Background: an optimization exercise with open tools, aiming at small area. Do not read the settings as production practice. Where RTL was checked, it was by simulation tests only, not by an equivalence proof against the original.

==> zinc: inputs <==
## top
module top(
	input						clk,
	input						rst_n,
	input 	[8-1:0]	pixel_in,
	input						valid_in,
	input	[2-1:0]color_in,
	input						last_col_in,
	input						last_pic_in,
	input	[3-1:0]	mode_in,
	output 	[8-1:0]	pixel_out,
	output						valid_out,
	output  [2-1:0]color_out,
	output						last_col_out,
	output						last_pic_out,
	output						finish_operation
);
	reg	[8-1:0]	pixel_in_reg;    
	reg						valid_in_reg;    
	reg	[2-1:0]color_in_reg;    
	reg						last_col_in_reg; 
	reg						last_pic_in_reg; 
	reg	[3-1:0]	mode_reg;       
	reg	[8-1:0]	pixel_out_reg,   n_pixel_out_reg;
	reg						valid_out_reg,   n_valid_out_reg;
	reg	[2-1:0]color_out_reg,   n_color_out_reg;
	reg						last_col_out_reg,n_last_col_out_reg;
	reg						last_pic_out_reg,n_last_pic_out_reg;
	reg						finish_reg, n_finish_reg;
	assign pixel_out   		= pixel_out_reg;
	assign valid_out   		= valid_out_reg;
	assign color_out   		= color_out_reg;
	assign last_col_out		= last_col_out_reg;
	assign last_pic_out		= last_pic_out_reg;
	assign finish_operation = finish_reg;
	localparam  r_mean_local = 8'b00010110;
	localparam  g_mean_local = 8'b00100110;
	localparam  b_mean_local = 8'b00010110;
	localparam 	k_r_local = 16'b0000000100111010;
	localparam 	k_g_local = 16'b0000000010110101;
	localparam 	k_b_local = 16'b0000000100111010;
	wire 	[8-1:0]	pixel_in_dem;
	wire 						valid_in_dem;
	wire 	[2-1:0]color_in_dem;
	wire 						last_col_in_dem;
	wire 						last_pic_in_dem;
	wire 	[8-1:0]	pixel_out_dem;
	wire 						valid_out_dem;
	wire 	[2-1:0]color_out_dem;
	wire 						last_col_out_dem;
	wire 						last_pic_out_dem;
	assign pixel_in_dem		= mode_reg == 3'd6 || mode_reg == 3'd0 ? pixel_in_reg : 8'd0;
	assign valid_in_dem		= mode_reg == 3'd6 || mode_reg == 3'd0 ? valid_in_reg : 1'b0;		
	assign color_in_dem		= mode_reg == 3'd6 || mode_reg == 3'd0 ? color_in_reg : 2'd3;		
	assign last_col_in_dem	= mode_reg == 3'd6 || mode_reg == 3'd0 ? last_col_in_reg : 1'b0;	
  ...
Settings: LEC_CHECK=0, ABC_AREA=1, CAP_MARGIN=20, CORE_MARGIN=2, CORE_UTILIZATION=40, CTS_BUF_LIST=sky130_fd_sc_hd__clkbuf_8, CTS_CLUSTER_DIAMETER=50, CTS_CLUSTER_SIZE=16, SLEW_MARGIN=20; clock period 10.0 ns.
standard.sh (not shown) runs the stock make flow with config.mk's settings and CLKGATE_MAP_FILE= SYNTH_SCRIPT=/design/flow/synth_recipe.tcl, a recipe that flattens the netlist after the stock synthesis.
==> flow/flow/run.sh <==
#!/bin/bash
# The standard layout with two changes:
# - the synthesis maps with an area-oriented ABC script (flow/abc_area.script);
#   everything else in it is the standard flow's own synthesis script (synth_recipe.tcl)
# - clock tree synthesis adds no dummy loads (inverters that drive nothing)
set -euo pipefail
HERE=$(pwd)
cat > "$HERE/area_synth.tcl" <<EOT
proc abc {args} {
  set i [lsearch -exact \$args -script]
  if {\$i >= 0} { set args [lreplace \$args [expr {\$i+1}] [expr {\$i+1}] $HERE/flow/abc_area.script] }
  yosys abc {*}\$args
}
source $HERE/synth_recipe.tcl
EOT
bash standard.sh SYNTH_SCRIPT="$HERE/area_synth.tcl" \
  CTS_ARGS="-sink_clustering_enable -repair_clock_nets -dont_use_dummy_load -sink_clustering_size 10 -sink_clustering_max_diameter 35 -buf_list sky130_fd_sc_hd__clkbuf_4" \
  finish > standard.log 2>&1
==> flow/flow/abc_area.script <==
strash
dch -f
amap
topo
stime -c
==> amber (differences from zinc) <==
--- a/flow/design.v
+++ b/flow/design.v
@@ -126,18 +126,17 @@
 	assign pixel_in_gamma 		= mode_reg == 3'd5 ? pixel_in_reg : pixel_out_wb;
 	assign valid_in_gamma		= mode_reg == 3'd5 ? valid_in_reg : valid_value_out_wb;
 	assign color_in_gamma		= mode_reg == 3'd5 ? color_in_reg : color_out_wb;
 	assign last_pic_in_gamma	= mode_reg == 3'd5 ? last_pic_out_reg : last_pic_out_wb;
 	reg last_col_d;
 	wire [8-1:0] pixel_in_d;
 	wire last_pic_d;
-	always@(posedge clk) begin
-		pixel_in_reg <= pixel_in;
-		last_col_in_reg <= last_col_in;
-		last_col_d <= last_col_in_reg;
+	always@(posedge clk or negedge rst_n) begin
+		if(!rst_n) last_col_d <= 1'b0;
+		else last_col_d <= last_col_in_reg;
 	end
 demosaic demosaic(
 	.clk(clk),
 	.rst_n(rst_n),
 	.valid(valid_in_dem),
 	.data_in_r(pixel_in_d),
 	.end_col_r(last_col_d),
@@ -287,28 +286,32 @@
 			n_last_pic_out_reg = last_pic_out_gamma;
 			n_finish_reg	= 	 color_out_gamma == 2'd2 && last_pic_out_gamma;
 		end
 	endcase
 end
 always@(posedge clk or negedge rst_n) begin
 	if(!rst_n) begin
+		pixel_in_reg	<= 0;    
 		valid_in_reg    <= 0;
 		color_in_reg    <= 2'd3;
+		last_col_in_reg <= 0; 
 		last_pic_in_reg <= 0;
 		mode_reg		<= 3'd0;
 		pixel_out_reg	<= 0 ;  
 		valid_out_reg	<= 0;
 		color_out_reg	<= 2'd3;   
 		last_col_out_reg <= 0;
 		last_pic_out_reg <= 0;
 		finish_reg 		<=  0;
 	end 
 	else begin
+		pixel_in_reg 	<= pixel_in;     
 		valid_in_reg 	<= valid_in;
 		color_in_reg 	<= color_in;
+		last_col_in_reg <=  last_col_in;
 		last_pic_in_reg <=  last_pic_in;
 		mode_reg 		<= mode_in;
 		pixel_out_reg 	<= n_pixel_out_reg;
 		valid_out_reg 	<= n_valid_out_reg;
 		color_out_reg 	<= n_color_out_reg;
 		last_col_out_reg <= n_last_col_out_reg;
 		last_pic_out_reg <= n_last_pic_out_reg;
@@ -662,17 +665,23 @@
 	reg [27:0] acc_r, acc_g, acc_b;
 	assign valid_o = valid_tmp;
 	assign last_o = last_tmp;
 	assign color_o = color_tmp;
 	assign r_mean_o = acc_r[27:20];
 	assign g_mean_o = acc_g[27:20];
 	assign b_mean_o = acc_b[27:20];
-	wire [7:0] add_r = (valid_tmp && color_tmp == RED)   ? value_d : 8'd0;
-	wire [7:0] add_g = (valid_tmp && color_tmp == GREEN) ? value_d : 8'd0;
-	wire [7:0] add_b = (valid_tmp && color_tmp == BLUE)  ? value_d : 8'd0;
+	reg [27:0] acc_sel;
+	always @(*) begin
+		case (color_tmp)
+			RED:     acc_sel = acc_r;
+			GREEN:   acc_sel = acc_g;
+			default: acc_sel = acc_b;
+		endcase
+	end
+	wire [27:0] acc_sum = acc_sel + value_d;
 	always @(posedge clk) begin
 		value_r <= value_i;
 		value_d <= value_r;
 	end
 	always @(posedge clk or negedge rst_n) begin
 		if (~rst_n) begin
 			valid_r <= 0;
@@ -698,17 +707,22 @@
 			finish_o <= finish_tmp;
 			finish_tmp <= last_state_r == 2'd3 ? 1'b1 :
 			              last_state_r == 2'd0 ? 1'b0 : finish_o;
 			case (last_state_r)
 				2'd3: last_state_r <= 2'd0;
 				default: if (last_i) last_state_r <= last_state_r + 2'd1;
 			endcase
-			acc_r <= acc_r + add_r;
-			acc_g <= acc_g + add_g;
-			acc_b <= acc_b + add_b;
+			if (valid_tmp) begin
+				case (color_tmp)
+					RED:   acc_r <= acc_sum;
+					GREEN: acc_g <= acc_sum;
+					BLUE:  acc_b <= acc_sum;
+					default: ;
+				endcase
+			end
 		end
 	end
 endmodule
 module gain_div(
 	input             clk,
 	input             rst_n,
 	input             valid_r,
@@ -729,51 +743,47 @@
 	reg [12:0] k_tmp;
 	wire       found = dv[msb];
 	wire       ge    = rem >= {1'b0, dv};
 	wire [7:0] rem_s = ge ? rem[7:0] - dv : rem[7:0];
 	wire [2:0] sh    = 3'd7 - msb;
 	wire       shifted = state == DONE || (state == CALC && counter != {1'b0, msb});
 	assign k_prev = shifted ? k_tmp[12:1] : k_tmp[11:0];
-	always @(posedge clk) begin
-		case (state)
-			IDLE: rem <= {1'b0, k_mean_r};
-			FIND: counter <= {1'b0, msb};
-			CALC: begin
-				counter <= counter + 4'd1;
-				rem     <= {rem_s, 1'b0};
-			end
-			default: ;
-		endcase
-	end
 	always @(posedge clk or negedge rst_n) begin
 		if (~rst_n) begin
 			state   <= IDLE;
+			counter <= 0;
 			msb     <= 3'd7;
 			finish  <= 0;
 			dv      <= 0;
+			rem     <= 0;
 			k_tmp   <= 0;
 		end
 		else begin
 			case (state)
 				IDLE: begin
+					rem <= {1'b0, k_mean_r};
 					if (valid_r) state <= FIND;
 					else         dv <= mean_i;
 				end
 				FIND: begin
 					if (found) begin
 						state   <= CALC;
+						counter <= {1'b0, msb};
 						dv      <= dv << sh;
 					end
 					else msb <= msb - 3'd1;
 				end
 				CALC: begin
 					if (counter == 4'd15) begin
 						state   <= DONE;
+						counter <= 0;
 						dv      <= (dv >> 1) >> sh;
 					end
+					else counter <= counter + 4'd1;
+					rem   <= {rem_s, 1'b0};
 					k_tmp <= {k_tmp[11:0], ge};
 				end
 				default: begin
 					finish <= 1'b1;
 					state  <= IDLE;
 				end
 			endcase
@@ -860,30 +870,31 @@
 			2'd1: k_w = K_G;
 			2'd2: k_w = K_B;
 			default: k_w = 8'd1;
 		endcase
 	end
 	wire [15:0] value_tmp = k_sel * value_r;
 	wire [7:0] value_tmp_2 = value_tmp[15:12] != 4'd0 ? 8'hff : value_tmp[11:4];
-	always @(posedge clk) value_r <= value_i;
 	always @(posedge clk or negedge rst_n) begin
 		if(~rst_n) begin
 			valid_tmp <= 1'd0;
 			color_r 	<= 2'd0;
 			color_tmp 	<= 2'd0;
+			value_r 	<= 8'd0;
 			k_sel 	<= 8'd0;
 			last_o 	<= 0;
 			last_tmp<= 0;
 			valid_o <= 0;
 			value_o	<= 0;
 		end
 		else begin
 			valid_tmp <= valid_w;
 			color_r 	<= color_i;
 			color_tmp 	<= color_r;
+			value_r <= value_i;
 			k_sel 	<= k_w;
 			last_tmp <= last_i;
 			last_o 	<= last_tmp;
 			valid_o <= valid_tmp;
 			value_o <= value_tmp_2;
 		end
 	end
==> flow/run.sh (new file) <==
#!/bin/bash
# synth_recipe.tcl (not shown) runs the flow's synth.tcl, then flattens the netlist and writes it again
# the make line also repeats each setting of config.mk as NAME=value (left out here)
make -C /OpenROAD-flow-scripts/flow DESIGN_CONFIG=/design/flow/config.mk WORK_HOME=/design/flow/orfs CLKGATE_MAP_FILE= SYNTH_SCRIPT=/design/flow/synth_recipe.tcl finish
Settings changed: ABC_AREA 1 to not set, CTS_BUF_LIST sky130_fd_sc_hd__clkbuf_8 to sky130_fd_sc_hd__clkbuf_16, CTS_CLUSTER_DIAMETER 50 to 60, CTS_CLUSTER_SIZE 16 to 25.
removed: flow/flow/run.sh
removed: flow/flow/abc_area.script
removed: flow/standard.sh
==> indigo (differences from zinc) <==
--- a/flow/design.v
+++ b/flow/design.v
@@ -126,18 +126,17 @@
 	assign pixel_in_gamma 		= mode_reg == 3'd5 ? pixel_in_reg : pixel_out_wb;
 	assign valid_in_gamma		= mode_reg == 3'd5 ? valid_in_reg : valid_value_out_wb;
 	assign color_in_gamma		= mode_reg == 3'd5 ? color_in_reg : color_out_wb;
 	assign last_pic_in_gamma	= mode_reg == 3'd5 ? last_pic_out_reg : last_pic_out_wb;
 	reg last_col_d;
 	wire [8-1:0] pixel_in_d;
 	wire last_pic_d;
-	always@(posedge clk) begin
-		pixel_in_reg <= pixel_in;
-		last_col_in_reg <= last_col_in;
-		last_col_d <= last_col_in_reg;
+	always@(posedge clk or negedge rst_n) begin
+		if(!rst_n) last_col_d <= 1'b0;
+		else last_col_d <= last_col_in_reg;
 	end
 demosaic demosaic(
 	.clk(clk),
 	.rst_n(rst_n),
 	.valid(valid_in_dem),
 	.data_in_r(pixel_in_d),
 	.end_col_r(last_col_d),
@@ -287,28 +286,32 @@
 			n_last_pic_out_reg = last_pic_out_gamma;
 			n_finish_reg	= 	 color_out_gamma == 2'd2 && last_pic_out_gamma;
 		end
 	endcase
 end
 always@(posedge clk or negedge rst_n) begin
 	if(!rst_n) begin
+		pixel_in_reg	<= 0;    
 		valid_in_reg    <= 0;
 		color_in_reg    <= 2'd3;
+		last_col_in_reg <= 0; 
 		last_pic_in_reg <= 0;
 		mode_reg		<= 3'd0;
 		pixel_out_reg	<= 0 ;  
 		valid_out_reg	<= 0;
 		color_out_reg	<= 2'd3;   
 		last_col_out_reg <= 0;
 		last_pic_out_reg <= 0;
 		finish_reg 		<=  0;
 	end 
 	else begin
+		pixel_in_reg 	<= pixel_in;     
 		valid_in_reg 	<= valid_in;
 		color_in_reg 	<= color_in;
+		last_col_in_reg <=  last_col_in;
 		last_pic_in_reg <=  last_pic_in;
 		mode_reg 		<= mode_in;
 		pixel_out_reg 	<= n_pixel_out_reg;
 		valid_out_reg 	<= n_valid_out_reg;
 		color_out_reg 	<= n_color_out_reg;
 		last_col_out_reg <= n_last_col_out_reg;
 		last_pic_out_reg <= n_last_pic_out_reg;
@@ -729,51 +732,47 @@
 	reg [12:0] k_tmp;
 	wire       found = dv[msb];
 	wire       ge    = rem >= {1'b0, dv};
 	wire [7:0] rem_s = ge ? rem[7:0] - dv : rem[7:0];
 	wire [2:0] sh    = 3'd7 - msb;
 	wire       shifted = state == DONE || (state == CALC && counter != {1'b0, msb});
 	assign k_prev = shifted ? k_tmp[12:1] : k_tmp[11:0];
-	always @(posedge clk) begin
-		case (state)
-			IDLE: rem <= {1'b0, k_mean_r};
-			FIND: counter <= {1'b0, msb};
-			CALC: begin
-				counter <= counter + 4'd1;
-				rem     <= {rem_s, 1'b0};
-			end
-			default: ;
-		endcase
-	end
 	always @(posedge clk or negedge rst_n) begin
 		if (~rst_n) begin
 			state   <= IDLE;
+			counter <= 0;
 			msb     <= 3'd7;
 			finish  <= 0;
 			dv      <= 0;
+			rem     <= 0;
 			k_tmp   <= 0;
 		end
 		else begin
 			case (state)
 				IDLE: begin
+					rem <= {1'b0, k_mean_r};
 					if (valid_r) state <= FIND;
 					else         dv <= mean_i;
 				end
 				FIND: begin
 					if (found) begin
 						state   <= CALC;
+						counter <= {1'b0, msb};
 						dv      <= dv << sh;
 					end
 					else msb <= msb - 3'd1;
 				end
 				CALC: begin
 					if (counter == 4'd15) begin
 						state   <= DONE;
+						counter <= 0;
 						dv      <= (dv >> 1) >> sh;
 					end
+					else counter <= counter + 4'd1;
+					rem   <= {rem_s, 1'b0};
 					k_tmp <= {k_tmp[11:0], ge};
 				end
 				default: begin
 					finish <= 1'b1;
 					state  <= IDLE;
 				end
 			endcase
@@ -860,30 +859,31 @@
 			2'd1: k_w = K_G;
 			2'd2: k_w = K_B;
 			default: k_w = 8'd1;
 		endcase
 	end
 	wire [15:0] value_tmp = k_sel * value_r;
 	wire [7:0] value_tmp_2 = value_tmp[15:12] != 4'd0 ? 8'hff : value_tmp[11:4];
-	always @(posedge clk) value_r <= value_i;
 	always @(posedge clk or negedge rst_n) begin
 		if(~rst_n) begin
 			valid_tmp <= 1'd0;
 			color_r 	<= 2'd0;
 			color_tmp 	<= 2'd0;
+			value_r 	<= 8'd0;
 			k_sel 	<= 8'd0;
 			last_o 	<= 0;
 			last_tmp<= 0;
 			valid_o <= 0;
 			value_o	<= 0;
 		end
 		else begin
 			valid_tmp <= valid_w;
 			color_r 	<= color_i;
 			color_tmp 	<= color_r;
+			value_r <= value_i;
 			k_sel 	<= k_w;
 			last_tmp <= last_i;
 			last_o 	<= last_tmp;
 			valid_o <= valid_tmp;
 			value_o <= value_tmp_2;
 		end
 	end
==> flow/flow/run.sh (replaced) <==
#!/bin/bash
# The standard layout, with clock tree synthesis told not to add dummy
# loads (balancing inverters that drive nothing).
set -euo pipefail
bash standard.sh \
  CTS_ARGS="-sink_clustering_enable -repair_clock_nets -dont_use_dummy_load -sink_clustering_size 12 -sink_clustering_max_diameter 40 -buf_list sky130_fd_sc_hd__clkbuf_4" \
  finish > standard.log 2>&1
removed: flow/flow/abc_area.script
==> garnet (differences from zinc) <==
--- a/flow/design.v
+++ b/flow/design.v
@@ -519,15 +519,16 @@
 reg [1:0]	state_0;
 reg [2:0]	counter_0;
 reg [1:0]	valid_count_0;
 reg			init_12_last_flag;
 reg			last_col_1, last_col_2;
 reg			last_pic_1, last_pic_2;
 reg [1:0]	oc_1, oc_2;			 
-reg [7:0]	q_1, q_2;			 
+reg [11:0]	s9_1;				 
+reg [7:0]	q_2;				 
 reg [287:0]	line;				 
 reg			full18, full36;		 
 reg [9:0]	sum6_r, sum3_r, sum6_g, sum3_g, sum6_b, sum3_b;
 wire		adv  = valid_in_reg && valid_count_0 == 2'd2;
 wire		wrap = counter_0 == 3'd5;
 wire [7:0]	pos8 = full18 ? line[143:136] : 8'd0;
 wire [7:0]	pos7 = full36 ? line[287:280] : 8'd0;
@@ -537,15 +538,15 @@
 	case (valid_count_0)
 		2'd0: begin s6 = sum6_r; s3 = sum3_r; end
 		2'd1: begin s6 = sum6_g; s3 = sum3_g; end
 		default: begin s6 = sum6_b; s3 = sum3_b; end
 	endcase
 end
 wire [11:0]	sum9 = h + s3 + s6;
-wire [7:0]	q_0  = sum9 / 4'd9;
+wire [7:0]	q_1  = s9_1 / 4'd9;
 wire		upd = valid_in_reg && (state_0 == OUT || state_0 == INIT_2);
 always @(posedge clk) begin
 	if (valid_in_reg) line <= {line[279:0], pixel_in_reg};
 end
 always @(posedge clk or negedge rst_n) begin
 	if(!rst_n) begin
 		pixel_in_reg  <= 0;
@@ -563,15 +564,15 @@
 		init_12_last_flag <= 0;
 		last_col_1 <= 0;
 		last_col_2 <= 0;
 		last_pic_1 <= 0;
 		last_pic_2 <= 0;
 		oc_1 <= VOID;
 		oc_2 <= VOID;
-		q_1 <= 0;
+		s9_1 <= 0;
 		q_2 <= 0;
 		full18 <= 0;
 		full36 <= 0;
 		sum6_r <= 0;
 		sum3_r <= 0;
 		sum6_g <= 0;
 		sum3_g <= 0;
@@ -609,15 +610,15 @@
 			case (valid_count_0)
 				2'd0: begin sum6_r <= h; sum3_r <= sum6_r; end
 				2'd1: begin sum6_g <= h; sum3_g <= sum6_g; end
 				default: begin sum6_b <= h; sum3_b <= sum6_b; end
 			endcase
 		end
 		oc_1 <= (valid_in_reg && state_0 == OUT) ? valid_count_0 : VOID;
-		q_1 <= q_0;
+		s9_1 <= sum9;
 		last_col_1 <= last_col_in_reg;
 		last_pic_1 <= last_pic_in_reg;
 		oc_2 <= oc_1;
 		q_2 <= q_1;
 		last_col_2 <= last_col_1;
 		last_pic_2 <= last_pic_1;
 		pixel_out_reg <= q_2;
@@ -709,15 +710,15 @@
 	end
 endmodule
 module gain_div(
 	input             clk,
 	input             rst_n,
 	input             valid_r,
 	input      [7:0]  mean_i,
-	input      [7:0]  k_mean_r,
+	input      [7:0]  k_mean,      
 	output     [11:0] k_prev,      
 	output reg        finish
 	);
 	localparam IDLE = 2'd0;
 	localparam FIND = 2'd1;
 	localparam CALC = 2'd2;
 	localparam DONE = 2'd3;
@@ -731,15 +732,16 @@
 	wire       ge    = rem >= {1'b0, dv};
 	wire [7:0] rem_s = ge ? rem[7:0] - dv : rem[7:0];
 	wire [2:0] sh    = 3'd7 - msb;
 	wire       shifted = state == DONE || (state == CALC && counter != {1'b0, msb});
 	assign k_prev = shifted ? k_tmp[12:1] : k_tmp[11:0];
 	always @(posedge clk) begin
 		case (state)
-			IDLE: rem <= {1'b0, k_mean_r};
+			IDLE: if (!valid_r) rem <= {1'b0, k_mean};
+			DONE: rem <= {1'b0, k_mean};
 			FIND: counter <= {1'b0, msb};
 			CALC: begin
 				counter <= counter + 4'd1;
 				rem     <= {rem_s, 1'b0};
 			end
 			default: ;
 		endcase
@@ -795,30 +797,27 @@
 	input clk, rst_n, valid_i;
 	input [7:0] r_mean_i, g_mean_i, b_mean_i;
 	output valid_gain_o;
 	output [11:0] K_R_o, K_G_o, K_B_o;	 
 	wire [9:0]  msum = r_mean_i + g_mean_i + b_mean_i;
 	wire [7:0]  kmean = msum / 2'd3;
 	reg valid_r;
-	reg [7:0] K_mean_r;
 	wire finish_R, finish_G, finish_B;
 	assign valid_gain_o = finish_R & finish_G & finish_B;
 	gain_div div_r(.clk(clk), .rst_n(rst_n), .valid_r(valid_r), .mean_i(r_mean_i),
-		.k_mean_r(K_mean_r), .k_prev(K_R_o), .finish(finish_R));
+		.k_mean(kmean), .k_prev(K_R_o), .finish(finish_R));
 	gain_div div_g(.clk(clk), .rst_n(rst_n), .valid_r(valid_r), .mean_i(g_mean_i),
-		.k_mean_r(K_mean_r), .k_prev(K_G_o), .finish(finish_G));
+		.k_mean(kmean), .k_prev(K_G_o), .finish(finish_G));
 	gain_div div_b(.clk(clk), .rst_n(rst_n), .valid_r(valid_r), .mean_i(b_mean_i),
-		.k_mean_r(K_mean_r), .k_prev(K_B_o), .finish(finish_B));
+		.k_mean(kmean), .k_prev(K_B_o), .finish(finish_B));
 	always@(posedge clk or negedge rst_n) begin
 		if(~rst_n) begin
-			K_mean_r 	<= 0;
 			valid_r  	<= 0;
 		end
 		else begin
-			K_mean_r 	<= kmean;
 			valid_r  	<= valid_i;
 		end
 	end
 endmodule
 module WB(
 	clk,
 	rst_n,
--- a/flow/flow/run.sh
+++ b/flow/flow/run.sh
@@ -10,9 +10,9 @@
   set i [lsearch -exact \$args -script]
   if {\$i >= 0} { set args [lreplace \$args [expr {\$i+1}] [expr {\$i+1}] $HERE/flow/abc_area.script] }
   yosys abc {*}\$args
 }
 source $HERE/synth_recipe.tcl
 EOT
 bash standard.sh SYNTH_SCRIPT="$HERE/area_synth.tcl" \
-  CTS_ARGS="-sink_clustering_enable -repair_clock_nets -dont_use_dummy_load -sink_clustering_size 10 -sink_clustering_max_diameter 35 -buf_list sky130_fd_sc_hd__clkbuf_4" \
+  CTS_ARGS="-sink_clustering_enable -repair_clock_nets -dont_use_dummy_load -sink_clustering_size 16 -sink_clustering_max_diameter 50 -buf_list sky130_fd_sc_hd__clkbuf_8" \
   finish > standard.log 2>&1
==> flow/flow/abc_area.script (replaced) <==
strash
dch -f
amap -m -F 3 -A 10
topo
stime -c
Settings changed: CORE_UTILIZATION 40 to 65, CTS_BUF_LIST sky130_fd_sc_hd__clkbuf_8 to not set, CTS_CLUSTER_DIAMETER 50 to not set, CTS_CLUSTER_SIZE 16 to not set.
==> results.txt <==
Between indigo and amber, the lower critical path depth is in amber (gap 27). indigo completed with no timing, DRC or antenna violations. zinc completed and failed the layout checks on negative setup slack. amber completed with no timing, DRC or antenna violations. garnet finished with timing, DRC and antenna clean. Against indigo, the maximum frequency of garnet is smaller by 3.7%. Global-route usage: amber is lower than indigo (1.0 points). Sequential cell count: zinc is higher than garnet (4). Final cell count, highest first: indigo, amber, zinc, garnet. Sequential share of layout area, highest first: garnet, indigo, zinc, amber.
==> figures <==
|  | indigo | amber | zinc | garnet |
|---|---|---|---|---|
| Post-Synth XOR/XNOR Area | 3.12% | 2.89% | 0.0419% | 0.0632% |
| Final-layout setup total negative slack | 0 ns | 0 ns | -1.61 ns | 0 ns |
| #MultiIn Comb | 2,694 | 2,655 | 2,267 | 2,244 |
| Most common library cell in the layout ignoring fill and taps | sky130_fd_sc_hd__nand2_1 | sky130_fd_sc_hd__nand2_1 | sky130_fd_sc_hd__nor2_1 | sky130_fd_sc_hd__nor2_1 |
| Total of plain and repair buffers excluding clock buffers | 56 | 68 | 223 | 62 |
| Worst Path Required | 10.90 ns | 10.58 ns | 10.91 ns | 10.51 ns |
| Initial core utilization | 40.4% | 40.2% | 40.4% | 65.8% |
| Final design area excluding fillers | 47,000 µm² | 50,300 µm² | 47,200 µm² | 44,500 µm² |
| Status | finished clean | finished clean | finished with violations | finished clean |
| Layout check failures | - | - | negative setup slack | - |
| Core Footprint | 109,000 µm² | 112,000 µm² | 103,000 µm² | 63,200 µm² |
| Post-Route WL | 98,800 µm | 96,400 µm | 95,600 µm | 99,300 µm |
For zinc and amber, only the layout was checked, not whether the RTL still works.

==> separate check: timing with driven ports <==
The flow's constraints put no driver on any port. The routed layouts listed below were extracted and timed again, unchanged, in two steps. Step 1, drivers: a clkbuf_16 drives clk and a buf_2 each remaining input, both assumed. Step 2 times the ports against the registers' clock, not the clock port: input delays grow and output delays shrink by t, the midpoint of the rising clock arrivals with the driver on. Three values: ideal ports, drivers, drivers and shift; two values: the first two.
| run | shift t [ns] | setup slack, ns | worst setup path at the end | worst register clock-pin slew, ns |
|---|---|---|---|---|
| zinc | 1.047 | -1.063 / -1.063 / -1.063 | register to register | 0.11 / 0.11 |
| amber | 0.726 | 0.684 / 0.684 / 0.684 | register to register | 0.09 / 0.09 |
| indigo | 1.060 | 1.210 / 1.210 / 1.210 | register to register | 0.12 / 0.12 |
| garnet | 0.729 | 0.870 / 0.870 / 0.870 | register to register | 0.10 / 0.10 |
